Background: an optimization exercise with open tools, aiming at small area and a short achievable clock period. Do not read the settings as production practice.
No functional check of the RTL was part of this run.
Power and IR drop assume default switching activity.

==> run.sh <==
#!/bin/bash
# synth_recipe.tcl (not shown) runs the flow's synth.tcl, then flattens the netlist and writes it again
# the make line also repeats each setting of config.mk as NAME=value (left out here)
make -C /OpenROAD-flow-scripts/flow DESIGN_CONFIG=/design/flow/config.mk WORK_HOME=/design/flow/orfs CLKGATE_MAP_FILE= SYNTH_SCRIPT=/design/flow/synth_recipe.tcl finish
==> config.mk <==
export PLATFORM = sky130hd
export DESIGN_NAME = pipeline_sum
export DESIGN_NICKNAME = pipeline_sum
export VERILOG_FILES = /design/flow/design.v
export SDC_FILE = /design/flow/constraint.sdc
export NUM_CORES = 4
export LEC_CHECK = 0
export ABC_AREA = 1
export CAP_MARGIN = 20
export CORE_MARGIN = 2
export CORE_UTILIZATION = 55
export CTS_BUF_LIST = sky130_fd_sc_hd__clkbuf_8
export SLEW_MARGIN = 20
==> constraint.sdc <==
create_clock -name core_clock -period 36.0 [get_ports {clk}]
set_input_delay 7.2000 -clock core_clock [delete_from_list [all_inputs] [get_ports {clk}]]
set_output_delay 7.2000 -clock core_clock [all_outputs]
set_load 0.01 [all_outputs]
==> design.v <==
module pipeline_sum (
    input clk,
    input [15:0] a, b,
    output [31:0] r
);
  wire [0:0] s0_r15_t = a[15:15];
  wire s0_r15_hz = ~(|b[15:1]);
  wire [1:0] s0_r15_bo;
  assign s0_r15_bo[0] = 1'b0;
  assign s0_r15_bo[1] = (s0_r15_t[0] ^ b[0]) ? b[0] : s0_r15_bo[0];
  wire s0_r15_q = s0_r15_hz & ~s0_r15_bo[1];
  wire [0:0] s0_r15_d;
  assign s0_r15_d[0] = s0_r15_t[0] ^ (s0_r15_q & (b[0] ^ s0_r15_bo[0]));
  wire [15:0] s0_r15_ra = {s0_r15_d, a[14:0]};
  wire [1:0] s0_r14_t = s0_r15_ra[15:14];
  wire s0_r14_hz = ~(|b[15:2]);
  wire [2:0] s0_r14_bo;
  assign s0_r14_bo[0] = 1'b0;
  assign s0_r14_bo[1] = (s0_r14_t[0] ^ b[0]) ? b[0] : s0_r14_bo[0];
  assign s0_r14_bo[2] = (s0_r14_t[1] ^ b[1]) ? b[1] : s0_r14_bo[1];
  wire s0_r14_q = s0_r14_hz & ~s0_r14_bo[2];
  wire [1:0] s0_r14_d;
  assign s0_r14_d[0] = s0_r14_t[0] ^ (s0_r14_q & (b[0] ^ s0_r14_bo[0]));
  assign s0_r14_d[1] = s0_r14_t[1] ^ (s0_r14_q & (b[1] ^ s0_r14_bo[1]));
  wire [15:0] s0_r14_ra = {s0_r14_d, s0_r15_ra[13:0]};
  wire [2:0] s0_r13_t = s0_r14_ra[15:13];
  wire s0_r13_hz = ~(|b[15:3]);
  wire [3:0] s0_r13_bo;
  assign s0_r13_bo[0] = 1'b0;
  assign s0_r13_bo[1] = (s0_r13_t[0] ^ b[0]) ? b[0] : s0_r13_bo[0];
  assign s0_r13_bo[2] = (s0_r13_t[1] ^ b[1]) ? b[1] : s0_r13_bo[1];
  assign s0_r13_bo[3] = (s0_r13_t[2] ^ b[2]) ? b[2] : s0_r13_bo[2];
  wire s0_r13_q = s0_r13_hz & ~s0_r13_bo[3];
  wire [2:0] s0_r13_d;
  assign s0_r13_d[0] = s0_r13_t[0] ^ (s0_r13_q & (b[0] ^ s0_r13_bo[0]));
  assign s0_r13_d[1] = s0_r13_t[1] ^ (s0_r13_q & (b[1] ^ s0_r13_bo[1]));
  assign s0_r13_d[2] = s0_r13_t[2] ^ (s0_r13_q & (b[2] ^ s0_r13_bo[2]));
  wire [15:0] s0_r13_ra = {s0_r13_d, s0_r14_ra[12:0]};
  wire [3:0] s0_r12_t = s0_r13_ra[15:12];
  wire s0_r12_hz = ~(|b[15:4]);
  wire [4:0] s0_r12_bo;
  assign s0_r12_bo[0] = 1'b0;
  assign s0_r12_bo[1] = (s0_r12_t[0] ^ b[0]) ? b[0] : s0_r12_bo[0];
  assign s0_r12_bo[2] = (s0_r12_t[1] ^ b[1]) ? b[1] : s0_r12_bo[1];
  assign s0_r12_bo[3] = (s0_r12_t[2] ^ b[2]) ? b[2] : s0_r12_bo[2];
  assign s0_r12_bo[4] = (s0_r12_t[3] ^ b[3]) ? b[3] : s0_r12_bo[3];
  wire s0_r12_q = s0_r12_hz & ~s0_r12_bo[4];
  wire [3:0] s0_r12_d;
  assign s0_r12_d[0] = s0_r12_t[0] ^ (s0_r12_q & (b[0] ^ s0_r12_bo[0]));
  assign s0_r12_d[1] = s0_r12_t[1] ^ (s0_r12_q & (b[1] ^ s0_r12_bo[1]));
  assign s0_r12_d[2] = s0_r12_t[2] ^ (s0_r12_q & (b[2] ^ s0_r12_bo[2]));
  assign s0_r12_d[3] = s0_r12_t[3] ^ (s0_r12_q & (b[3] ^ s0_r12_bo[3]));
  wire [15:0] s0_r12_ra = {s0_r12_d, s0_r13_ra[11:0]};
  reg [15:0] ra_c1;
  reg [15:0] bb_c1;
  reg [3:0] ah_c1;
  reg q15_c1;
  reg q14_c1;
  reg q13_c1;
  reg q12_c1;
  always_ff @(posedge clk) begin
    ra_c1 <= s0_r12_ra;
    bb_c1 <= b;
    ah_c1 <= a[15:12];
    q15_c1 <= s0_r15_q;
    q14_c1 <= s0_r14_q;
    q13_c1 <= s0_r13_q;
    q12_c1 <= s0_r12_q;
  end
  wire [4:0] s1_r11_t = ra_c1[15:11];
  wire s1_r11_hz = ~(|bb_c1[15:5]);
  wire [5:0] s1_r11_bo;
  assign s1_r11_bo[0] = 1'b0;
  assign s1_r11_bo[1] = (s1_r11_t[0] ^ bb_c1[0]) ? bb_c1[0] : s1_r11_bo[0];
  assign s1_r11_bo[2] = (s1_r11_t[1] ^ bb_c1[1]) ? bb_c1[1] : s1_r11_bo[1];
  assign s1_r11_bo[3] = (s1_r11_t[2] ^ bb_c1[2]) ? bb_c1[2] : s1_r11_bo[2];
  assign s1_r11_bo[4] = (s1_r11_t[3] ^ bb_c1[3]) ? bb_c1[3] : s1_r11_bo[3];
  assign s1_r11_bo[5] = (s1_r11_t[4] ^ bb_c1[4]) ? bb_c1[4] : s1_r11_bo[4];
  wire s1_r11_q = s1_r11_hz & ~s1_r11_bo[5];
  wire [4:0] s1_r11_d;
  assign s1_r11_d[0] = s1_r11_t[0] ^ (s1_r11_q & (bb_c1[0] ^ s1_r11_bo[0]));
  assign s1_r11_d[1] = s1_r11_t[1] ^ (s1_r11_q & (bb_c1[1] ^ s1_r11_bo[1]));
  assign s1_r11_d[2] = s1_r11_t[2] ^ (s1_r11_q & (bb_c1[2] ^ s1_r11_bo[2]));
  assign s1_r11_d[3] = s1_r11_t[3] ^ (s1_r11_q & (bb_c1[3] ^ s1_r11_bo[3]));
  assign s1_r11_d[4] = s1_r11_t[4] ^ (s1_r11_q & (bb_c1[4] ^ s1_r11_bo[4]));
  wire [15:0] s1_r11_ra = {s1_r11_d, ra_c1[10:0]};
  wire [5:0] s1_r10_t = s1_r11_ra[15:10];
  wire s1_r10_hz = ~(|bb_c1[15:6]);
  wire [6:0] s1_r10_bo;
  assign s1_r10_bo[0] = 1'b0;
  assign s1_r10_bo[1] = (s1_r10_t[0] ^ bb_c1[0]) ? bb_c1[0] : s1_r10_bo[0];
  assign s1_r10_bo[2] = (s1_r10_t[1] ^ bb_c1[1]) ? bb_c1[1] : s1_r10_bo[1];
  assign s1_r10_bo[3] = (s1_r10_t[2] ^ bb_c1[2]) ? bb_c1[2] : s1_r10_bo[2];
  assign s1_r10_bo[4] = (s1_r10_t[3] ^ bb_c1[3]) ? bb_c1[3] : s1_r10_bo[3];
  assign s1_r10_bo[5] = (s1_r10_t[4] ^ bb_c1[4]) ? bb_c1[4] : s1_r10_bo[4];
  assign s1_r10_bo[6] = (s1_r10_t[5] ^ bb_c1[5]) ? bb_c1[5] : s1_r10_bo[5];
  wire s1_r10_q = s1_r10_hz & ~s1_r10_bo[6];
  wire [5:0] s1_r10_d;
  assign s1_r10_d[0] = s1_r10_t[0] ^ (s1_r10_q & (bb_c1[0] ^ s1_r10_bo[0]));
  assign s1_r10_d[1] = s1_r10_t[1] ^ (s1_r10_q & (bb_c1[1] ^ s1_r10_bo[1]));
  assign s1_r10_d[2] = s1_r10_t[2] ^ (s1_r10_q & (bb_c1[2] ^ s1_r10_bo[2]));
  assign s1_r10_d[3] = s1_r10_t[3] ^ (s1_r10_q & (bb_c1[3] ^ s1_r10_bo[3]));
  assign s1_r10_d[4] = s1_r10_t[4] ^ (s1_r10_q & (bb_c1[4] ^ s1_r10_bo[4]));
  assign s1_r10_d[5] = s1_r10_t[5] ^ (s1_r10_q & (bb_c1[5] ^ s1_r10_bo[5]));
  wire [15:0] s1_r10_ra = {s1_r10_d, s1_r11_ra[9:0]};
  wire [6:0] s1_r9_t = s1_r10_ra[15:9];
  wire s1_r9_hz = ~(|bb_c1[15:7]);
  wire [7:0] s1_r9_bo;
  assign s1_r9_bo[0] = 1'b0;
  assign s1_r9_bo[1] = (s1_r9_t[0] ^ bb_c1[0]) ? bb_c1[0] : s1_r9_bo[0];
  assign s1_r9_bo[2] = (s1_r9_t[1] ^ bb_c1[1]) ? bb_c1[1] : s1_r9_bo[1];
  assign s1_r9_bo[3] = (s1_r9_t[2] ^ bb_c1[2]) ? bb_c1[2] : s1_r9_bo[2];
  assign s1_r9_bo[4] = (s1_r9_t[3] ^ bb_c1[3]) ? bb_c1[3] : s1_r9_bo[3];
  assign s1_r9_bo[5] = (s1_r9_t[4] ^ bb_c1[4]) ? bb_c1[4] : s1_r9_bo[4];
  assign s1_r9_bo[6] = (s1_r9_t[5] ^ bb_c1[5]) ? bb_c1[5] : s1_r9_bo[5];
  assign s1_r9_bo[7] = (s1_r9_t[6] ^ bb_c1[6]) ? bb_c1[6] : s1_r9_bo[6];
  wire s1_r9_q = s1_r9_hz & ~s1_r9_bo[7];
  wire [6:0] s1_r9_d;
  assign s1_r9_d[0] = s1_r9_t[0] ^ (s1_r9_q & (bb_c1[0] ^ s1_r9_bo[0]));
  assign s1_r9_d[1] = s1_r9_t[1] ^ (s1_r9_q & (bb_c1[1] ^ s1_r9_bo[1]));
  assign s1_r9_d[2] = s1_r9_t[2] ^ (s1_r9_q & (bb_c1[2] ^ s1_r9_bo[2]));
  assign s1_r9_d[3] = s1_r9_t[3] ^ (s1_r9_q & (bb_c1[3] ^ s1_r9_bo[3]));
  assign s1_r9_d[4] = s1_r9_t[4] ^ (s1_r9_q & (bb_c1[4] ^ s1_r9_bo[4]));
  assign s1_r9_d[5] = s1_r9_t[5] ^ (s1_r9_q & (bb_c1[5] ^ s1_r9_bo[5]));
  assign s1_r9_d[6] = s1_r9_t[6] ^ (s1_r9_q & (bb_c1[6] ^ s1_r9_bo[6]));
  wire [15:0] s1_r9_ra = {s1_r9_d, s1_r10_ra[8:0]};
  wire [7:0] s1_r8_t = s1_r9_ra[15:8];
  wire s1_r8_hz = ~(|bb_c1[15:8]);
  wire [8:0] s1_r8_bo;
  assign s1_r8_bo[0] = 1'b0;
  assign s1_r8_bo[1] = (s1_r8_t[0] ^ bb_c1[0]) ? bb_c1[0] : s1_r8_bo[0];
  assign s1_r8_bo[2] = (s1_r8_t[1] ^ bb_c1[1]) ? bb_c1[1] : s1_r8_bo[1];
  assign s1_r8_bo[3] = (s1_r8_t[2] ^ bb_c1[2]) ? bb_c1[2] : s1_r8_bo[2];
  assign s1_r8_bo[4] = (s1_r8_t[3] ^ bb_c1[3]) ? bb_c1[3] : s1_r8_bo[3];
  assign s1_r8_bo[5] = (s1_r8_t[4] ^ bb_c1[4]) ? bb_c1[4] : s1_r8_bo[4];
  assign s1_r8_bo[6] = (s1_r8_t[5] ^ bb_c1[5]) ? bb_c1[5] : s1_r8_bo[5];
  assign s1_r8_bo[7] = (s1_r8_t[6] ^ bb_c1[6]) ? bb_c1[6] : s1_r8_bo[6];
  assign s1_r8_bo[8] = (s1_r8_t[7] ^ bb_c1[7]) ? bb_c1[7] : s1_r8_bo[7];
  wire s1_r8_q = s1_r8_hz & ~s1_r8_bo[8];
  wire [7:0] s1_r8_d;
  assign s1_r8_d[0] = s1_r8_t[0] ^ (s1_r8_q & (bb_c1[0] ^ s1_r8_bo[0]));
  assign s1_r8_d[1] = s1_r8_t[1] ^ (s1_r8_q & (bb_c1[1] ^ s1_r8_bo[1]));
  assign s1_r8_d[2] = s1_r8_t[2] ^ (s1_r8_q & (bb_c1[2] ^ s1_r8_bo[2]));
  assign s1_r8_d[3] = s1_r8_t[3] ^ (s1_r8_q & (bb_c1[3] ^ s1_r8_bo[3]));
  assign s1_r8_d[4] = s1_r8_t[4] ^ (s1_r8_q & (bb_c1[4] ^ s1_r8_bo[4]));
  assign s1_r8_d[5] = s1_r8_t[5] ^ (s1_r8_q & (bb_c1[5] ^ s1_r8_bo[5]));
  assign s1_r8_d[6] = s1_r8_t[6] ^ (s1_r8_q & (bb_c1[6] ^ s1_r8_bo[6]));
  assign s1_r8_d[7] = s1_r8_t[7] ^ (s1_r8_q & (bb_c1[7] ^ s1_r8_bo[7]));
  wire [15:0] s1_r8_ra = {s1_r8_d, s1_r9_ra[7:0]};
  wire [8:0] s1_r7_t = s1_r8_ra[15:7];
  wire s1_r7_hz = ~(|bb_c1[15:9]);
  wire [9:0] s1_r7_bo;
  assign s1_r7_bo[0] = 1'b0;
  assign s1_r7_bo[1] = (s1_r7_t[0] ^ bb_c1[0]) ? bb_c1[0] : s1_r7_bo[0];
  assign s1_r7_bo[2] = (s1_r7_t[1] ^ bb_c1[1]) ? bb_c1[1] : s1_r7_bo[1];
  assign s1_r7_bo[3] = (s1_r7_t[2] ^ bb_c1[2]) ? bb_c1[2] : s1_r7_bo[2];
  assign s1_r7_bo[4] = (s1_r7_t[3] ^ bb_c1[3]) ? bb_c1[3] : s1_r7_bo[3];
  assign s1_r7_bo[5] = (s1_r7_t[4] ^ bb_c1[4]) ? bb_c1[4] : s1_r7_bo[4];
  assign s1_r7_bo[6] = (s1_r7_t[5] ^ bb_c1[5]) ? bb_c1[5] : s1_r7_bo[5];
  assign s1_r7_bo[7] = (s1_r7_t[6] ^ bb_c1[6]) ? bb_c1[6] : s1_r7_bo[6];
  assign s1_r7_bo[8] = (s1_r7_t[7] ^ bb_c1[7]) ? bb_c1[7] : s1_r7_bo[7];
  assign s1_r7_bo[9] = (s1_r7_t[8] ^ bb_c1[8]) ? bb_c1[8] : s1_r7_bo[8];
  wire s1_r7_q = s1_r7_hz & ~s1_r7_bo[9];
  wire [8:0] s1_r7_d;
  assign s1_r7_d[0] = s1_r7_t[0] ^ (s1_r7_q & (bb_c1[0] ^ s1_r7_bo[0]));
  assign s1_r7_d[1] = s1_r7_t[1] ^ (s1_r7_q & (bb_c1[1] ^ s1_r7_bo[1]));
  assign s1_r7_d[2] = s1_r7_t[2] ^ (s1_r7_q & (bb_c1[2] ^ s1_r7_bo[2]));
  assign s1_r7_d[3] = s1_r7_t[3] ^ (s1_r7_q & (bb_c1[3] ^ s1_r7_bo[3]));
  assign s1_r7_d[4] = s1_r7_t[4] ^ (s1_r7_q & (bb_c1[4] ^ s1_r7_bo[4]));
  assign s1_r7_d[5] = s1_r7_t[5] ^ (s1_r7_q & (bb_c1[5] ^ s1_r7_bo[5]));
  assign s1_r7_d[6] = s1_r7_t[6] ^ (s1_r7_q & (bb_c1[6] ^ s1_r7_bo[6]));
  assign s1_r7_d[7] = s1_r7_t[7] ^ (s1_r7_q & (bb_c1[7] ^ s1_r7_bo[7]));
  assign s1_r7_d[8] = s1_r7_t[8] ^ (s1_r7_q & (bb_c1[8] ^ s1_r7_bo[8]));
  wire [15:0] s1_r7_ra = {s1_r7_d, s1_r8_ra[6:0]};
  wire [9:0] s1_r6_t = s1_r7_ra[15:6];
  wire s1_r6_hz = ~(|bb_c1[15:10]);
  wire [10:0] s1_r6_bo;
  assign s1_r6_bo[0] = 1'b0;
  assign s1_r6_bo[1] = (s1_r6_t[0] ^ bb_c1[0]) ? bb_c1[0] : s1_r6_bo[0];
  assign s1_r6_bo[2] = (s1_r6_t[1] ^ bb_c1[1]) ? bb_c1[1] : s1_r6_bo[1];
  assign s1_r6_bo[3] = (s1_r6_t[2] ^ bb_c1[2]) ? bb_c1[2] : s1_r6_bo[2];
  assign s1_r6_bo[4] = (s1_r6_t[3] ^ bb_c1[3]) ? bb_c1[3] : s1_r6_bo[3];
  assign s1_r6_bo[5] = (s1_r6_t[4] ^ bb_c1[4]) ? bb_c1[4] : s1_r6_bo[4];
  assign s1_r6_bo[6] = (s1_r6_t[5] ^ bb_c1[5]) ? bb_c1[5] : s1_r6_bo[5];
  assign s1_r6_bo[7] = (s1_r6_t[6] ^ bb_c1[6]) ? bb_c1[6] : s1_r6_bo[6];
  assign s1_r6_bo[8] = (s1_r6_t[7] ^ bb_c1[7]) ? bb_c1[7] : s1_r6_bo[7];
  assign s1_r6_bo[9] = (s1_r6_t[8] ^ bb_c1[8]) ? bb_c1[8] : s1_r6_bo[8];
  assign s1_r6_bo[10] = (s1_r6_t[9] ^ bb_c1[9]) ? bb_c1[9] : s1_r6_bo[9];
  wire s1_r6_q = s1_r6_hz & ~s1_r6_bo[10];
  wire [9:0] s1_r6_d;
  assign s1_r6_d[0] = s1_r6_t[0] ^ (s1_r6_q & (bb_c1[0] ^ s1_r6_bo[0]));
  assign s1_r6_d[1] = s1_r6_t[1] ^ (s1_r6_q & (bb_c1[1] ^ s1_r6_bo[1]));
  assign s1_r6_d[2] = s1_r6_t[2] ^ (s1_r6_q & (bb_c1[2] ^ s1_r6_bo[2]));
  assign s1_r6_d[3] = s1_r6_t[3] ^ (s1_r6_q & (bb_c1[3] ^ s1_r6_bo[3]));
  assign s1_r6_d[4] = s1_r6_t[4] ^ (s1_r6_q & (bb_c1[4] ^ s1_r6_bo[4]));
  assign s1_r6_d[5] = s1_r6_t[5] ^ (s1_r6_q & (bb_c1[5] ^ s1_r6_bo[5]));
  assign s1_r6_d[6] = s1_r6_t[6] ^ (s1_r6_q & (bb_c1[6] ^ s1_r6_bo[6]));
  assign s1_r6_d[7] = s1_r6_t[7] ^ (s1_r6_q & (bb_c1[7] ^ s1_r6_bo[7]));
  assign s1_r6_d[8] = s1_r6_t[8] ^ (s1_r6_q & (bb_c1[8] ^ s1_r6_bo[8]));
  assign s1_r6_d[9] = s1_r6_t[9] ^ (s1_r6_q & (bb_c1[9] ^ s1_r6_bo[9]));
  wire [15:0] s1_r6_ra = {s1_r6_d, s1_r7_ra[5:0]};
  reg [15:0] ra_c2;
  reg [15:0] bb_c2;
  reg [9:0] ah_c2;
  reg q15_c2;
  reg q14_c2;
  reg q13_c2;
  reg q12_c2;
  reg q11_c2;
  reg q10_c2;
  reg q9_c2;
  reg q8_c2;
  reg q7_c2;
  reg q6_c2;
  always_ff @(posedge clk) begin
    ra_c2 <= s1_r6_ra;
    bb_c2 <= bb_c1;
    ah_c2 <= {ah_c1, ra_c1[11:6]};
    q15_c2 <= q15_c1;
    q14_c2 <= q14_c1;
    q13_c2 <= q13_c1;
    q12_c2 <= q12_c1;
    q11_c2 <= s1_r11_q;
    q10_c2 <= s1_r10_q;
    q9_c2 <= s1_r9_q;
    q8_c2 <= s1_r8_q;
    q7_c2 <= s1_r7_q;
    q6_c2 <= s1_r6_q;
  end
  wire [15:0] xa = {ah_c2, ra_c2[5:0]};
  wire [15:0] sh = (bb_c2[15:4] == 12'd0) ? (xa << bb_c2[3:0]) : 16'd0;
  wire [17:0] xs = {2'b0, xa | bb_c2} + {2'b0, xa ^ bb_c2} + {2'b0, sh};
  wire [17:0] ym2 = xs + {1'b0, 1'b0, q15_c2, q14_c2, q13_c2, q12_c2, q11_c2, q10_c2, q9_c2, q8_c2, q7_c2, q6_c2, 1'b0, 1'b0, 1'b0, 1'b0, 1'b0, 1'b0};
  wire [10:0] s2_r5_t = ra_c2[15:5];
  wire s2_r5_hz = ~(|bb_c2[15:11]);
  wire [11:0] s2_r5_bo;
  assign s2_r5_bo[0] = 1'b0;
  assign s2_r5_bo[1] = (s2_r5_t[0] ^ bb_c2[0]) ? bb_c2[0] : s2_r5_bo[0];
  assign s2_r5_bo[2] = (s2_r5_t[1] ^ bb_c2[1]) ? bb_c2[1] : s2_r5_bo[1];
  assign s2_r5_bo[3] = (s2_r5_t[2] ^ bb_c2[2]) ? bb_c2[2] : s2_r5_bo[2];
  assign s2_r5_bo[4] = (s2_r5_t[3] ^ bb_c2[3]) ? bb_c2[3] : s2_r5_bo[3];
  assign s2_r5_bo[5] = (s2_r5_t[4] ^ bb_c2[4]) ? bb_c2[4] : s2_r5_bo[4];
  assign s2_r5_bo[6] = (s2_r5_t[5] ^ bb_c2[5]) ? bb_c2[5] : s2_r5_bo[5];
  assign s2_r5_bo[7] = (s2_r5_t[6] ^ bb_c2[6]) ? bb_c2[6] : s2_r5_bo[6];
  assign s2_r5_bo[8] = (s2_r5_t[7] ^ bb_c2[7]) ? bb_c2[7] : s2_r5_bo[7];
  assign s2_r5_bo[9] = (s2_r5_t[8] ^ bb_c2[8]) ? bb_c2[8] : s2_r5_bo[8];
  assign s2_r5_bo[10] = (s2_r5_t[9] ^ bb_c2[9]) ? bb_c2[9] : s2_r5_bo[9];
  assign s2_r5_bo[11] = (s2_r5_t[10] ^ bb_c2[10]) ? bb_c2[10] : s2_r5_bo[10];
  wire s2_r5_q = s2_r5_hz & ~s2_r5_bo[11];
  wire [10:0] s2_r5_d;
  assign s2_r5_d[0] = s2_r5_t[0] ^ (s2_r5_q & (bb_c2[0] ^ s2_r5_bo[0]));
  assign s2_r5_d[1] = s2_r5_t[1] ^ (s2_r5_q & (bb_c2[1] ^ s2_r5_bo[1]));
  assign s2_r5_d[2] = s2_r5_t[2] ^ (s2_r5_q & (bb_c2[2] ^ s2_r5_bo[2]));
  assign s2_r5_d[3] = s2_r5_t[3] ^ (s2_r5_q & (bb_c2[3] ^ s2_r5_bo[3]));
  assign s2_r5_d[4] = s2_r5_t[4] ^ (s2_r5_q & (bb_c2[4] ^ s2_r5_bo[4]));
  assign s2_r5_d[5] = s2_r5_t[5] ^ (s2_r5_q & (bb_c2[5] ^ s2_r5_bo[5]));
  assign s2_r5_d[6] = s2_r5_t[6] ^ (s2_r5_q & (bb_c2[6] ^ s2_r5_bo[6]));
  assign s2_r5_d[7] = s2_r5_t[7] ^ (s2_r5_q & (bb_c2[7] ^ s2_r5_bo[7]));
  assign s2_r5_d[8] = s2_r5_t[8] ^ (s2_r5_q & (bb_c2[8] ^ s2_r5_bo[8]));
  assign s2_r5_d[9] = s2_r5_t[9] ^ (s2_r5_q & (bb_c2[9] ^ s2_r5_bo[9]));
  assign s2_r5_d[10] = s2_r5_t[10] ^ (s2_r5_q & (bb_c2[10] ^ s2_r5_bo[10]));
  wire [15:0] s2_r5_ra = {s2_r5_d, ra_c2[4:0]};
  wire [11:0] s2_r4_t = s2_r5_ra[15:4];
  wire s2_r4_hz = ~(|bb_c2[15:12]);
  wire [12:0] s2_r4_bo;
  assign s2_r4_bo[0] = 1'b0;
  assign s2_r4_bo[1] = (s2_r4_t[0] ^ bb_c2[0]) ? bb_c2[0] : s2_r4_bo[0];
  assign s2_r4_bo[2] = (s2_r4_t[1] ^ bb_c2[1]) ? bb_c2[1] : s2_r4_bo[1];
  assign s2_r4_bo[3] = (s2_r4_t[2] ^ bb_c2[2]) ? bb_c2[2] : s2_r4_bo[2];
  assign s2_r4_bo[4] = (s2_r4_t[3] ^ bb_c2[3]) ? bb_c2[3] : s2_r4_bo[3];
  assign s2_r4_bo[5] = (s2_r4_t[4] ^ bb_c2[4]) ? bb_c2[4] : s2_r4_bo[4];
  assign s2_r4_bo[6] = (s2_r4_t[5] ^ bb_c2[5]) ? bb_c2[5] : s2_r4_bo[5];
  assign s2_r4_bo[7] = (s2_r4_t[6] ^ bb_c2[6]) ? bb_c2[6] : s2_r4_bo[6];
  assign s2_r4_bo[8] = (s2_r4_t[7] ^ bb_c2[7]) ? bb_c2[7] : s2_r4_bo[7];
  assign s2_r4_bo[9] = (s2_r4_t[8] ^ bb_c2[8]) ? bb_c2[8] : s2_r4_bo[8];
  assign s2_r4_bo[10] = (s2_r4_t[9] ^ bb_c2[9]) ? bb_c2[9] : s2_r4_bo[9];
  assign s2_r4_bo[11] = (s2_r4_t[10] ^ bb_c2[10]) ? bb_c2[10] : s2_r4_bo[10];
  assign s2_r4_bo[12] = (s2_r4_t[11] ^ bb_c2[11]) ? bb_c2[11] : s2_r4_bo[11];
  wire s2_r4_q = s2_r4_hz & ~s2_r4_bo[12];
  wire [11:0] s2_r4_d;
  assign s2_r4_d[0] = s2_r4_t[0] ^ (s2_r4_q & (bb_c2[0] ^ s2_r4_bo[0]));
  assign s2_r4_d[1] = s2_r4_t[1] ^ (s2_r4_q & (bb_c2[1] ^ s2_r4_bo[1]));
  assign s2_r4_d[2] = s2_r4_t[2] ^ (s2_r4_q & (bb_c2[2] ^ s2_r4_bo[2]));
  assign s2_r4_d[3] = s2_r4_t[3] ^ (s2_r4_q & (bb_c2[3] ^ s2_r4_bo[3]));
  assign s2_r4_d[4] = s2_r4_t[4] ^ (s2_r4_q & (bb_c2[4] ^ s2_r4_bo[4]));
  assign s2_r4_d[5] = s2_r4_t[5] ^ (s2_r4_q & (bb_c2[5] ^ s2_r4_bo[5]));
  assign s2_r4_d[6] = s2_r4_t[6] ^ (s2_r4_q & (bb_c2[6] ^ s2_r4_bo[6]));
  assign s2_r4_d[7] = s2_r4_t[7] ^ (s2_r4_q & (bb_c2[7] ^ s2_r4_bo[7]));
  assign s2_r4_d[8] = s2_r4_t[8] ^ (s2_r4_q & (bb_c2[8] ^ s2_r4_bo[8]));
  assign s2_r4_d[9] = s2_r4_t[9] ^ (s2_r4_q & (bb_c2[9] ^ s2_r4_bo[9]));
  assign s2_r4_d[10] = s2_r4_t[10] ^ (s2_r4_q & (bb_c2[10] ^ s2_r4_bo[10]));
  assign s2_r4_d[11] = s2_r4_t[11] ^ (s2_r4_q & (bb_c2[11] ^ s2_r4_bo[11]));
  wire [15:0] s2_r4_ra = {s2_r4_d, s2_r5_ra[3:0]};
  wire [12:0] s2_r3_t = s2_r4_ra[15:3];
  wire s2_r3_hz = ~(|bb_c2[15:13]);
  wire [13:0] s2_r3_bo;
  assign s2_r3_bo[0] = 1'b0;
  assign s2_r3_bo[1] = (s2_r3_t[0] ^ bb_c2[0]) ? bb_c2[0] : s2_r3_bo[0];
  assign s2_r3_bo[2] = (s2_r3_t[1] ^ bb_c2[1]) ? bb_c2[1] : s2_r3_bo[1];
  assign s2_r3_bo[3] = (s2_r3_t[2] ^ bb_c2[2]) ? bb_c2[2] : s2_r3_bo[2];
  assign s2_r3_bo[4] = (s2_r3_t[3] ^ bb_c2[3]) ? bb_c2[3] : s2_r3_bo[3];
  assign s2_r3_bo[5] = (s2_r3_t[4] ^ bb_c2[4]) ? bb_c2[4] : s2_r3_bo[4];
  assign s2_r3_bo[6] = (s2_r3_t[5] ^ bb_c2[5]) ? bb_c2[5] : s2_r3_bo[5];
  assign s2_r3_bo[7] = (s2_r3_t[6] ^ bb_c2[6]) ? bb_c2[6] : s2_r3_bo[6];
  assign s2_r3_bo[8] = (s2_r3_t[7] ^ bb_c2[7]) ? bb_c2[7] : s2_r3_bo[7];
  assign s2_r3_bo[9] = (s2_r3_t[8] ^ bb_c2[8]) ? bb_c2[8] : s2_r3_bo[8];
  assign s2_r3_bo[10] = (s2_r3_t[9] ^ bb_c2[9]) ? bb_c2[9] : s2_r3_bo[9];
  assign s2_r3_bo[11] = (s2_r3_t[10] ^ bb_c2[10]) ? bb_c2[10] : s2_r3_bo[10];
  assign s2_r3_bo[12] = (s2_r3_t[11] ^ bb_c2[11]) ? bb_c2[11] : s2_r3_bo[11];
  assign s2_r3_bo[13] = (s2_r3_t[12] ^ bb_c2[12]) ? bb_c2[12] : s2_r3_bo[12];
  wire s2_r3_q = s2_r3_hz & ~s2_r3_bo[13];
  wire [12:0] s2_r3_d;
  assign s2_r3_d[0] = s2_r3_t[0] ^ (s2_r3_q & (bb_c2[0] ^ s2_r3_bo[0]));
  assign s2_r3_d[1] = s2_r3_t[1] ^ (s2_r3_q & (bb_c2[1] ^ s2_r3_bo[1]));
  assign s2_r3_d[2] = s2_r3_t[2] ^ (s2_r3_q & (bb_c2[2] ^ s2_r3_bo[2]));
  assign s2_r3_d[3] = s2_r3_t[3] ^ (s2_r3_q & (bb_c2[3] ^ s2_r3_bo[3]));
  assign s2_r3_d[4] = s2_r3_t[4] ^ (s2_r3_q & (bb_c2[4] ^ s2_r3_bo[4]));
  assign s2_r3_d[5] = s2_r3_t[5] ^ (s2_r3_q & (bb_c2[5] ^ s2_r3_bo[5]));
  assign s2_r3_d[6] = s2_r3_t[6] ^ (s2_r3_q & (bb_c2[6] ^ s2_r3_bo[6]));
  assign s2_r3_d[7] = s2_r3_t[7] ^ (s2_r3_q & (bb_c2[7] ^ s2_r3_bo[7]));
  assign s2_r3_d[8] = s2_r3_t[8] ^ (s2_r3_q & (bb_c2[8] ^ s2_r3_bo[8]));
  assign s2_r3_d[9] = s2_r3_t[9] ^ (s2_r3_q & (bb_c2[9] ^ s2_r3_bo[9]));
  assign s2_r3_d[10] = s2_r3_t[10] ^ (s2_r3_q & (bb_c2[10] ^ s2_r3_bo[10]));
  assign s2_r3_d[11] = s2_r3_t[11] ^ (s2_r3_q & (bb_c2[11] ^ s2_r3_bo[11]));
  assign s2_r3_d[12] = s2_r3_t[12] ^ (s2_r3_q & (bb_c2[12] ^ s2_r3_bo[12]));
  wire [15:0] s2_r3_ra = {s2_r3_d, s2_r4_ra[2:0]};
  wire [13:0] s2_r2_t = s2_r3_ra[15:2];
  wire s2_r2_hz = ~(|bb_c2[15:14]);
  wire [14:0] s2_r2_bo;
  assign s2_r2_bo[0] = 1'b0;
  assign s2_r2_bo[1] = (s2_r2_t[0] ^ bb_c2[0]) ? bb_c2[0] : s2_r2_bo[0];
  assign s2_r2_bo[2] = (s2_r2_t[1] ^ bb_c2[1]) ? bb_c2[1] : s2_r2_bo[1];
  assign s2_r2_bo[3] = (s2_r2_t[2] ^ bb_c2[2]) ? bb_c2[2] : s2_r2_bo[2];
  assign s2_r2_bo[4] = (s2_r2_t[3] ^ bb_c2[3]) ? bb_c2[3] : s2_r2_bo[3];
  assign s2_r2_bo[5] = (s2_r2_t[4] ^ bb_c2[4]) ? bb_c2[4] : s2_r2_bo[4];
  assign s2_r2_bo[6] = (s2_r2_t[5] ^ bb_c2[5]) ? bb_c2[5] : s2_r2_bo[5];
  assign s2_r2_bo[7] = (s2_r2_t[6] ^ bb_c2[6]) ? bb_c2[6] : s2_r2_bo[6];
  assign s2_r2_bo[8] = (s2_r2_t[7] ^ bb_c2[7]) ? bb_c2[7] : s2_r2_bo[7];
  assign s2_r2_bo[9] = (s2_r2_t[8] ^ bb_c2[8]) ? bb_c2[8] : s2_r2_bo[8];
  assign s2_r2_bo[10] = (s2_r2_t[9] ^ bb_c2[9]) ? bb_c2[9] : s2_r2_bo[9];
  assign s2_r2_bo[11] = (s2_r2_t[10] ^ bb_c2[10]) ? bb_c2[10] : s2_r2_bo[10];
  assign s2_r2_bo[12] = (s2_r2_t[11] ^ bb_c2[11]) ? bb_c2[11] : s2_r2_bo[11];
  assign s2_r2_bo[13] = (s2_r2_t[12] ^ bb_c2[12]) ? bb_c2[12] : s2_r2_bo[12];
  assign s2_r2_bo[14] = (s2_r2_t[13] ^ bb_c2[13]) ? bb_c2[13] : s2_r2_bo[13];
  wire s2_r2_q = s2_r2_hz & ~s2_r2_bo[14];
  wire [13:0] s2_r2_d;
  assign s2_r2_d[0] = s2_r2_t[0] ^ (s2_r2_q & (bb_c2[0] ^ s2_r2_bo[0]));
  assign s2_r2_d[1] = s2_r2_t[1] ^ (s2_r2_q & (bb_c2[1] ^ s2_r2_bo[1]));
  assign s2_r2_d[2] = s2_r2_t[2] ^ (s2_r2_q & (bb_c2[2] ^ s2_r2_bo[2]));
  assign s2_r2_d[3] = s2_r2_t[3] ^ (s2_r2_q & (bb_c2[3] ^ s2_r2_bo[3]));
  assign s2_r2_d[4] = s2_r2_t[4] ^ (s2_r2_q & (bb_c2[4] ^ s2_r2_bo[4]));
  assign s2_r2_d[5] = s2_r2_t[5] ^ (s2_r2_q & (bb_c2[5] ^ s2_r2_bo[5]));
  assign s2_r2_d[6] = s2_r2_t[6] ^ (s2_r2_q & (bb_c2[6] ^ s2_r2_bo[6]));
  assign s2_r2_d[7] = s2_r2_t[7] ^ (s2_r2_q & (bb_c2[7] ^ s2_r2_bo[7]));
  assign s2_r2_d[8] = s2_r2_t[8] ^ (s2_r2_q & (bb_c2[8] ^ s2_r2_bo[8]));
  assign s2_r2_d[9] = s2_r2_t[9] ^ (s2_r2_q & (bb_c2[9] ^ s2_r2_bo[9]));
  assign s2_r2_d[10] = s2_r2_t[10] ^ (s2_r2_q & (bb_c2[10] ^ s2_r2_bo[10]));
  assign s2_r2_d[11] = s2_r2_t[11] ^ (s2_r2_q & (bb_c2[11] ^ s2_r2_bo[11]));
  assign s2_r2_d[12] = s2_r2_t[12] ^ (s2_r2_q & (bb_c2[12] ^ s2_r2_bo[12]));
  assign s2_r2_d[13] = s2_r2_t[13] ^ (s2_r2_q & (bb_c2[13] ^ s2_r2_bo[13]));
  wire [15:0] s2_r2_ra = {s2_r2_d, s2_r3_ra[1:0]};
  wire [14:0] s2_r1_t = s2_r2_ra[15:1];
  wire s2_r1_hz = ~(|bb_c2[15:15]);
  wire [15:0] s2_r1_bo;
  assign s2_r1_bo[0] = 1'b0;
  assign s2_r1_bo[1] = (s2_r1_t[0] ^ bb_c2[0]) ? bb_c2[0] : s2_r1_bo[0];
  assign s2_r1_bo[2] = (s2_r1_t[1] ^ bb_c2[1]) ? bb_c2[1] : s2_r1_bo[1];
  assign s2_r1_bo[3] = (s2_r1_t[2] ^ bb_c2[2]) ? bb_c2[2] : s2_r1_bo[2];
  assign s2_r1_bo[4] = (s2_r1_t[3] ^ bb_c2[3]) ? bb_c2[3] : s2_r1_bo[3];
  assign s2_r1_bo[5] = (s2_r1_t[4] ^ bb_c2[4]) ? bb_c2[4] : s2_r1_bo[4];
  assign s2_r1_bo[6] = (s2_r1_t[5] ^ bb_c2[5]) ? bb_c2[5] : s2_r1_bo[5];
  assign s2_r1_bo[7] = (s2_r1_t[6] ^ bb_c2[6]) ? bb_c2[6] : s2_r1_bo[6];
  assign s2_r1_bo[8] = (s2_r1_t[7] ^ bb_c2[7]) ? bb_c2[7] : s2_r1_bo[7];
  assign s2_r1_bo[9] = (s2_r1_t[8] ^ bb_c2[8]) ? bb_c2[8] : s2_r1_bo[8];
  assign s2_r1_bo[10] = (s2_r1_t[9] ^ bb_c2[9]) ? bb_c2[9] : s2_r1_bo[9];
  assign s2_r1_bo[11] = (s2_r1_t[10] ^ bb_c2[10]) ? bb_c2[10] : s2_r1_bo[10];
  assign s2_r1_bo[12] = (s2_r1_t[11] ^ bb_c2[11]) ? bb_c2[11] : s2_r1_bo[11];
  assign s2_r1_bo[13] = (s2_r1_t[12] ^ bb_c2[12]) ? bb_c2[12] : s2_r1_bo[12];
  assign s2_r1_bo[14] = (s2_r1_t[13] ^ bb_c2[13]) ? bb_c2[13] : s2_r1_bo[13];
  assign s2_r1_bo[15] = (s2_r1_t[14] ^ bb_c2[14]) ? bb_c2[14] : s2_r1_bo[14];
  wire s2_r1_q = s2_r1_hz & ~s2_r1_bo[15];
  wire [14:0] s2_r1_d;
  assign s2_r1_d[0] = s2_r1_t[0] ^ (s2_r1_q & (bb_c2[0] ^ s2_r1_bo[0]));
  assign s2_r1_d[1] = s2_r1_t[1] ^ (s2_r1_q & (bb_c2[1] ^ s2_r1_bo[1]));
  assign s2_r1_d[2] = s2_r1_t[2] ^ (s2_r1_q & (bb_c2[2] ^ s2_r1_bo[2]));
  assign s2_r1_d[3] = s2_r1_t[3] ^ (s2_r1_q & (bb_c2[3] ^ s2_r1_bo[3]));
  assign s2_r1_d[4] = s2_r1_t[4] ^ (s2_r1_q & (bb_c2[4] ^ s2_r1_bo[4]));
  assign s2_r1_d[5] = s2_r1_t[5] ^ (s2_r1_q & (bb_c2[5] ^ s2_r1_bo[5]));
  assign s2_r1_d[6] = s2_r1_t[6] ^ (s2_r1_q & (bb_c2[6] ^ s2_r1_bo[6]));
  assign s2_r1_d[7] = s2_r1_t[7] ^ (s2_r1_q & (bb_c2[7] ^ s2_r1_bo[7]));
  assign s2_r1_d[8] = s2_r1_t[8] ^ (s2_r1_q & (bb_c2[8] ^ s2_r1_bo[8]));
  assign s2_r1_d[9] = s2_r1_t[9] ^ (s2_r1_q & (bb_c2[9] ^ s2_r1_bo[9]));
  assign s2_r1_d[10] = s2_r1_t[10] ^ (s2_r1_q & (bb_c2[10] ^ s2_r1_bo[10]));
  assign s2_r1_d[11] = s2_r1_t[11] ^ (s2_r1_q & (bb_c2[11] ^ s2_r1_bo[11]));
  assign s2_r1_d[12] = s2_r1_t[12] ^ (s2_r1_q & (bb_c2[12] ^ s2_r1_bo[12]));
  assign s2_r1_d[13] = s2_r1_t[13] ^ (s2_r1_q & (bb_c2[13] ^ s2_r1_bo[13]));
  assign s2_r1_d[14] = s2_r1_t[14] ^ (s2_r1_q & (bb_c2[14] ^ s2_r1_bo[14]));
  wire [15:0] s2_r1_ra = {s2_r1_d, s2_r2_ra[0:0]};
  wire [15:0] s2_r0_t = s2_r1_ra[15:0];
  wire s2_r0_hz = 1'b1;
  wire [16:0] s2_r0_bo;
  assign s2_r0_bo[0] = 1'b0;
  assign s2_r0_bo[1] = (s2_r0_t[0] ^ bb_c2[0]) ? bb_c2[0] : s2_r0_bo[0];
  assign s2_r0_bo[2] = (s2_r0_t[1] ^ bb_c2[1]) ? bb_c2[1] : s2_r0_bo[1];
  assign s2_r0_bo[3] = (s2_r0_t[2] ^ bb_c2[2]) ? bb_c2[2] : s2_r0_bo[2];
  assign s2_r0_bo[4] = (s2_r0_t[3] ^ bb_c2[3]) ? bb_c2[3] : s2_r0_bo[3];
  assign s2_r0_bo[5] = (s2_r0_t[4] ^ bb_c2[4]) ? bb_c2[4] : s2_r0_bo[4];
  assign s2_r0_bo[6] = (s2_r0_t[5] ^ bb_c2[5]) ? bb_c2[5] : s2_r0_bo[5];
  assign s2_r0_bo[7] = (s2_r0_t[6] ^ bb_c2[6]) ? bb_c2[6] : s2_r0_bo[6];
  assign s2_r0_bo[8] = (s2_r0_t[7] ^ bb_c2[7]) ? bb_c2[7] : s2_r0_bo[7];
  assign s2_r0_bo[9] = (s2_r0_t[8] ^ bb_c2[8]) ? bb_c2[8] : s2_r0_bo[8];
  assign s2_r0_bo[10] = (s2_r0_t[9] ^ bb_c2[9]) ? bb_c2[9] : s2_r0_bo[9];
  assign s2_r0_bo[11] = (s2_r0_t[10] ^ bb_c2[10]) ? bb_c2[10] : s2_r0_bo[10];
  assign s2_r0_bo[12] = (s2_r0_t[11] ^ bb_c2[11]) ? bb_c2[11] : s2_r0_bo[11];
  assign s2_r0_bo[13] = (s2_r0_t[12] ^ bb_c2[12]) ? bb_c2[12] : s2_r0_bo[12];
  assign s2_r0_bo[14] = (s2_r0_t[13] ^ bb_c2[13]) ? bb_c2[13] : s2_r0_bo[13];
  assign s2_r0_bo[15] = (s2_r0_t[14] ^ bb_c2[14]) ? bb_c2[14] : s2_r0_bo[14];
  assign s2_r0_bo[16] = (s2_r0_t[15] ^ bb_c2[15]) ? bb_c2[15] : s2_r0_bo[15];
  wire s2_r0_q = s2_r0_hz & ~s2_r0_bo[16];
  reg [17:0] y_c3;
  reg q5_c3;
  reg q4_c3;
  reg q3_c3;
  reg q2_c3;
  reg q1_c3;
  reg q0_c3;
  always_ff @(posedge clk) begin
    y_c3 <= ym2;
    q5_c3 <= s2_r5_q;
    q4_c3 <= s2_r4_q;
    q3_c3 <= s2_r3_q;
    q2_c3 <= s2_r2_q;
    q1_c3 <= s2_r1_q;
    q0_c3 <= s2_r0_q;
  end
  wire [17:0] rsum = y_c3 + {1'b0, 1'b0, 1'b0, 1'b0, 1'b0, 1'b0, 1'b0, 1'b0, 1'b0, 1'b0, 1'b0, 1'b0, q5_c3, q4_c3, q3_c3, q2_c3, q1_c3, q0_c3};
  assign r = {14'd0, rsum};
endmodule
==> results.txt <==
GRT
------------------------------------------------------------------------------------------------------
Wire length of the first global-routing pass                                                  40.10 mm
Total GRT Usage                                                                                 0.2451
Largest net degree at the start of global routing                                                   31
GR Overflow Total                                                                                    0
Initial antenna violation count                                                                      0
Vias in the first global route                                                                    8666

FINAL LAYOUT
------------------------------------------------------------------------------------------------------
Ratio of cells with drive above 1 in the final layout                                          0.07734
Area added between synthesis and finish                                                         9.230%
Nets                                                                                              1746
Final design area excluding fillers                                                         11530 um^2
Antenna cell count                                                                                   0
Fillers                                                                                           1844

DRT
------------------------------------------------------------------------------------------------------
Average detailed-routed wire length per instance                                              12.44 um
DRT Wirelength                                                                                23.50 mm
Router iterations before antenna repair                                                              5
DRT antenna net count                                                                                0
Vias post-DR                                                                                      9378
Detailed-route DRC error count                                                                       0
Starting DRT DRC Count                                                                             342
Ratio of routed vias to standard cells                                                           4.965

STA
------------------------------------------------------------------------------------------------------
Setup repair after global routing missed its margin                                                 no
Highest achievable clock rate                                                                88.23 MHz
Final number of hold-violating endpoints                                                             0
Final-report max-slew violation count                                                                0
Minimum clock period                                                                          11.33 ns
Final setup violating endpoints                                                                      0
Worst hold margin                                                                            0.3248 ns
Crit share post-route                                                                           0.3148
Final total negative setup slack                                                                  0 ns
Worst Clk Skew                                                                              0.01040 ns
Worst Slack Setup Final                                                                       24.67 ns
Normalized max-slew margin                                                                      0.4596
Slew @ Worst Pin                                                                             0.8076 ns

PWR
------------------------------------------------------------------------------------------------------
Register share of total power                                                                    0.346
Pwr/cell area                                                                             39.32 nW/um^2
Leakage                                                                                       6.011 nW
Share of power burned in the clock network                                                       0.270
Proportion of power drawn by combinational gates                                                 0.385
Internal                                                                                     0.2836 mW
Largest vdd supply drop                                                                     0.02872 mV
Sw frac                                                                                         0.3746
Power spent charging and discharging nets                                                    0.1699 mW

SYNTH
------------------------------------------------------------------------------------------------------
Synth area leaders                                                                        sky130_fd_sc_hd__dfxtp_1, sky130_fd_sc_hd__nand2_1, sky130_fd_sc_hd__xor2_1
Fraction of synthesis flops using an asynchronous set or reset pin                                   0
Synth Flop Type                                                                           sky130_fd_sc_hd__dfxtp_1
Cell with the most instances after synthesis                                              sky130_fd_sc_hd__nand2_1
Share of the synthesized area in the top cell type                                              0.2199
Top post-synthesis cells by count                                                         sky130_fd_sc_hd__nand2_1, sky130_fd_sc_hd__inv_1, sky130_fd_sc_hd__nand3_1
Number of enable-type register cells in the synthesized netlist                                      0
Number of warnings issued by yosys                                                                   1
Cells after synthesis                                                                             1608
Dominant cell type by area after synthesis                                                sky130_fd_sc_hd__dfxtp_1
Sequential share of the synthesized area                                                        0.2199
Number of distinct library cells after synthesis                                                    58
Number of storage elements in the synthesis netlist                                                116
Syn Std Cell Area                                                                           10560 um^2
Mean Syn Cell Area                                                                          6.567 um^2

FLOORPLANNING
------------------------------------------------------------------------------------------------------
Count of pins on the block boundary                                                                 65
Height of the chip                                                                            142.6 um
Die area                                                                                    20320 um^2
Area of the core                                                                            18770 um^2
Rows                                                                                                50
Initial core utilization                                                                        0.5627
Horizontal die dimension                                                                      142.6 um

CLOCK NETWORK
------------------------------------------------------------------------------------------------------
Maximum clock path buffer count                                                                      2
Later-pin clock latency in the skew report                                                     0.44 ns
Count of cells resized by post-cts repair                                                            0
Number of clock sinks                                                                              116
Post-CTS Repair Setup Buffers                                                                        0
Cell at the root of the clock tree                                                        sky130_fd_sc_hd__clkbuf_8
Clock transition at the register clock pins on the worst setup and hold paths after CTS        0.07 ns
Number of clock buffers inserted by TritonCTS                                                       17
CTS Hold Bufs                                                                                        0
CTS tree                                                                                           yes
Number of H-tree levels                                                                              4

WORST SETUP PATH
------------------------------------------------------------------------------------------------------
Required arrival time at the worst endpoint                                                   36.32 ns
Worst Reg-to-Reg Cells                                                                              99
Worst EP arrival                                                                              11.66 ns
Critical-path maximum fanout                                                                         5
Critical path launch point type                                                             input port
Register-to-register setup slack                                                              24.78 ns
Type of destination of the critical path                                                     flip-flop
Reg2reg end                                                                                      q0_c3
Critical R2R Launch                                                                           bb_c2[2]
Critical path class                                                                       input port to flip-flop

RUN STATUS
------------------------------------------------------------------------------------------------------
Status                                                                                    finished clean

HOLD PATH
------------------------------------------------------------------------------------------------------
Hold path startpoint                                                                          ra_c1[4]
Class of the tightest hold or removal check                                               flip-flop to flip-flop
Hold Path Cell Cnt                                                                                   0
Sink of the worst hold path                                                                   ra_c2[4]

PLACE
------------------------------------------------------------------------------------------------------
Hpwl dp                                                                                       19.25 mm
Pre-CTS worst setup slack                                                                     24.22 ns
Final weighted congestion in routability-driven placement                                       0.8631
Port-buffer cells                                                                                   50
Placed cell areas                                                                           11130 um^2

RUN
------------------------------------------------------------------------------------------------------
Number of max-cap violations                                                                         0

==> state kept, by name, indices dropped and copies added (netlist names), 4 cells and up <==
register,cells
bb_c1,16
y_c3,18
ah_c2,10
ah_c1,4
bb_c2,16
ra_c2,16
ra_c1,16
==> cell type report <==
class	count	area, um^2	area share
Timing Repair Buffer	53	523.0	0.04534
Clock buffer	17	234.0	0.02028
Tap cell	234	292.8	0.02538
Multi-Input combinational cell	1168	6917	0.5996
Sequential cell	116	2322	0.2013
Clock inverter	15	170.2	0.01475
Inverter	286	1076	0.09329
==> stage by stage <==
| step | std cells | util | power, mW |
|---|---|---|---|
| after global routing | 1889 | 0.6146 | 0.4903 |
| after detailed placement | 1857 | 0.5931 | 0.3350 |
| after global placement | 1857 | 0.5931 | 0.3322 |
| after CTS | 1889 | 0.6146 | 0.4593 |
| final | 1889 | 0.6146 | 0.4535 |
| after floorplan | 1621 | - | 0.2851 |
==> critical path, cell delays in order <==
cell and delay [ns]:
sky130_fd_sc_hd__clkdlybuf4s50_1 0.41, sky130_fd_sc_hd__nor4_1 0.33, sky130_fd_sc_hd__nand3_1 0.14, sky130_fd_sc_hd__nor3_1 0.54, sky130_fd_sc_hd__inv_1 0.09, sky130_fd_sc_hd__nor2_1 0.14, sky130_fd_sc_hd__inv_1 0.08, sky130_fd_sc_hd__nor2_1 0.14
sky130_fd_sc_hd__nand2_1 0.09, sky130_fd_sc_hd__o21ai_0 0.21, sky130_fd_sc_hd__a21boi_0 0.14, sky130_fd_sc_hd__nand2_1 0.08, sky130_fd_sc_hd__nand2_1 0.08, sky130_fd_sc_hd__a21oi_1 0.17, sky130_fd_sc_hd__o21ai_0 0.12, sky130_fd_sc_hd__a21oi_1 0.22
sky130_fd_sc_hd__nand2_1 0.10, sky130_fd_sc_hd__xor2_1 0.17, sky130_fd_sc_hd__nand2_1 0.07, sky130_fd_sc_hd__nand2_1 0.05, sky130_fd_sc_hd__inv_1 0.06, sky130_fd_sc_hd__nand2_1 0.06, sky130_fd_sc_hd__a21oi_1 0.15, sky130_fd_sc_hd__nand2_1 0.09
sky130_fd_sc_hd__a22oi_1 0.39, sky130_fd_sc_hd__nand3b_1 0.17, sky130_fd_sc_hd__xor2_1 0.17
==> power by group through the flow <==
stage	clock network [mW]	registers, mW	logic (mW)
4_1_cts	0.126	0.157	0.176
5_1_grt	0.132	0.159	0.199
3_3_place_gp	0	0.159	0.173
2_1_floorplan	0	0.154	0.131
6_report	0.122	0.157	0.175
3_5_place_dp	0	0.160	0.175
==> worst max-delay path by stage <==
| stage | start | end | slack (ns) |
|---|---|---|---|
| after detailed placement | b[10] | ra_c1[14] | 24.22 |
| final | b[10] | ra_c1[14] | 24.67 |
| after CTS | bb_c2[2] | q0_c3 | 24.63 |
| after global routing | bb_c2[1] | q0_c3 | 22.96 |
| after global placement | b[10] | ra_c1[14] | 24.39 |
| after floorplan | b[10] | ra_c1[13] | 25.68 |
==> cells by family after synthesis <==
kind of cell | synth area share
AND/OR/NAND/NOR | 0.3340
buffers and inverters | 0.1297
XOR/XNOR | 0.1294
AO/OA/AOI/OAI | 0.08021
flip-flops | 0.2199
adder cells (fa/ha/maj) | 0.1055
other | 0.0003551
multiplexers | 0.0009479
==> cell usage in the layout, fill, tap and decap left out, types with 5 or more instances in the layout <==
cell                              Yosys  final
sky130_fd_sc_hd__nand3_2             22     22
sky130_fd_sc_hd__or2_2               14     14
sky130_fd_sc_hd__fa_1                27     27
sky130_fd_sc_hd__conb_1               1     14
sky130_fd_sc_hd__xor2_1             124    124
sky130_fd_sc_hd__clkdlybuf4s50_1      0     50
sky130_fd_sc_hd__nand3_1            149    149
sky130_fd_sc_hd__a31oi_1             10     10
sky130_fd_sc_hd__a21oi_1             38     38
sky130_fd_sc_hd__inv_1              270    271
sky130_fd_sc_hd__inv_2               10     10
sky130_fd_sc_hd__dfxtp_1            116    116
sky130_fd_sc_hd__o21ai_1              5      5
sky130_fd_sc_hd__nor2_1              79     79
sky130_fd_sc_hd__ha_1                44     44
sky130_fd_sc_hd__nand2_2             26     26
sky130_fd_sc_hd__nand3b_1             7      7
sky130_fd_sc_hd__nand2_1            457    457
sky130_fd_sc_hd__clkinv_1             5      5
sky130_fd_sc_hd__xnor2_1             25     25
sky130_fd_sc_hd__o21ai_0             53     53
sky130_fd_sc_hd__inv_6                0      6
sky130_fd_sc_hd__nand4_1             18     18
sky130_fd_sc_hd__clkbuf_8             0     17
==> layer usage <==
metal | track usage | wire [um]
met5 | 0 | 0
met4 | 0.05784 | 400
met3 | 0.04643 | 755
met2 | 0.4271 | 11300
met1 | 0.3138 | 11040

==> port drivers added, routing unchanged <==
The results above use ideal ports. As a check the final layout listed here was re-extracted and re-timed, cells and wires unchanged. Step 1 sets driving cells, clkbuf_16 on the clock port and buf_2 on the other inputs (assumed; they add their load-dependent delay and slew). Step 2 also shifts input and output timing later by t, the mid clock arrival at the registers, as if the neighbouring blocks saw the same clock. a / b / c = ideal ports / drivers / drivers and shift; a / b = the first two.
shift t [ns]: 0.480
setup WS [ns]: 24.667 / 24.681 / 24.201
clock arrival spread, ns: 0.010 / 0.010
worst register clock-pin slew, ns: 0.08 / 0.08
worst slew at a driven data input, ns: 0.04
After both steps setup and hold are still met in this run. The setup slack of this run moves by +0.014 ns with the drivers and by -0.466 ns with both steps.
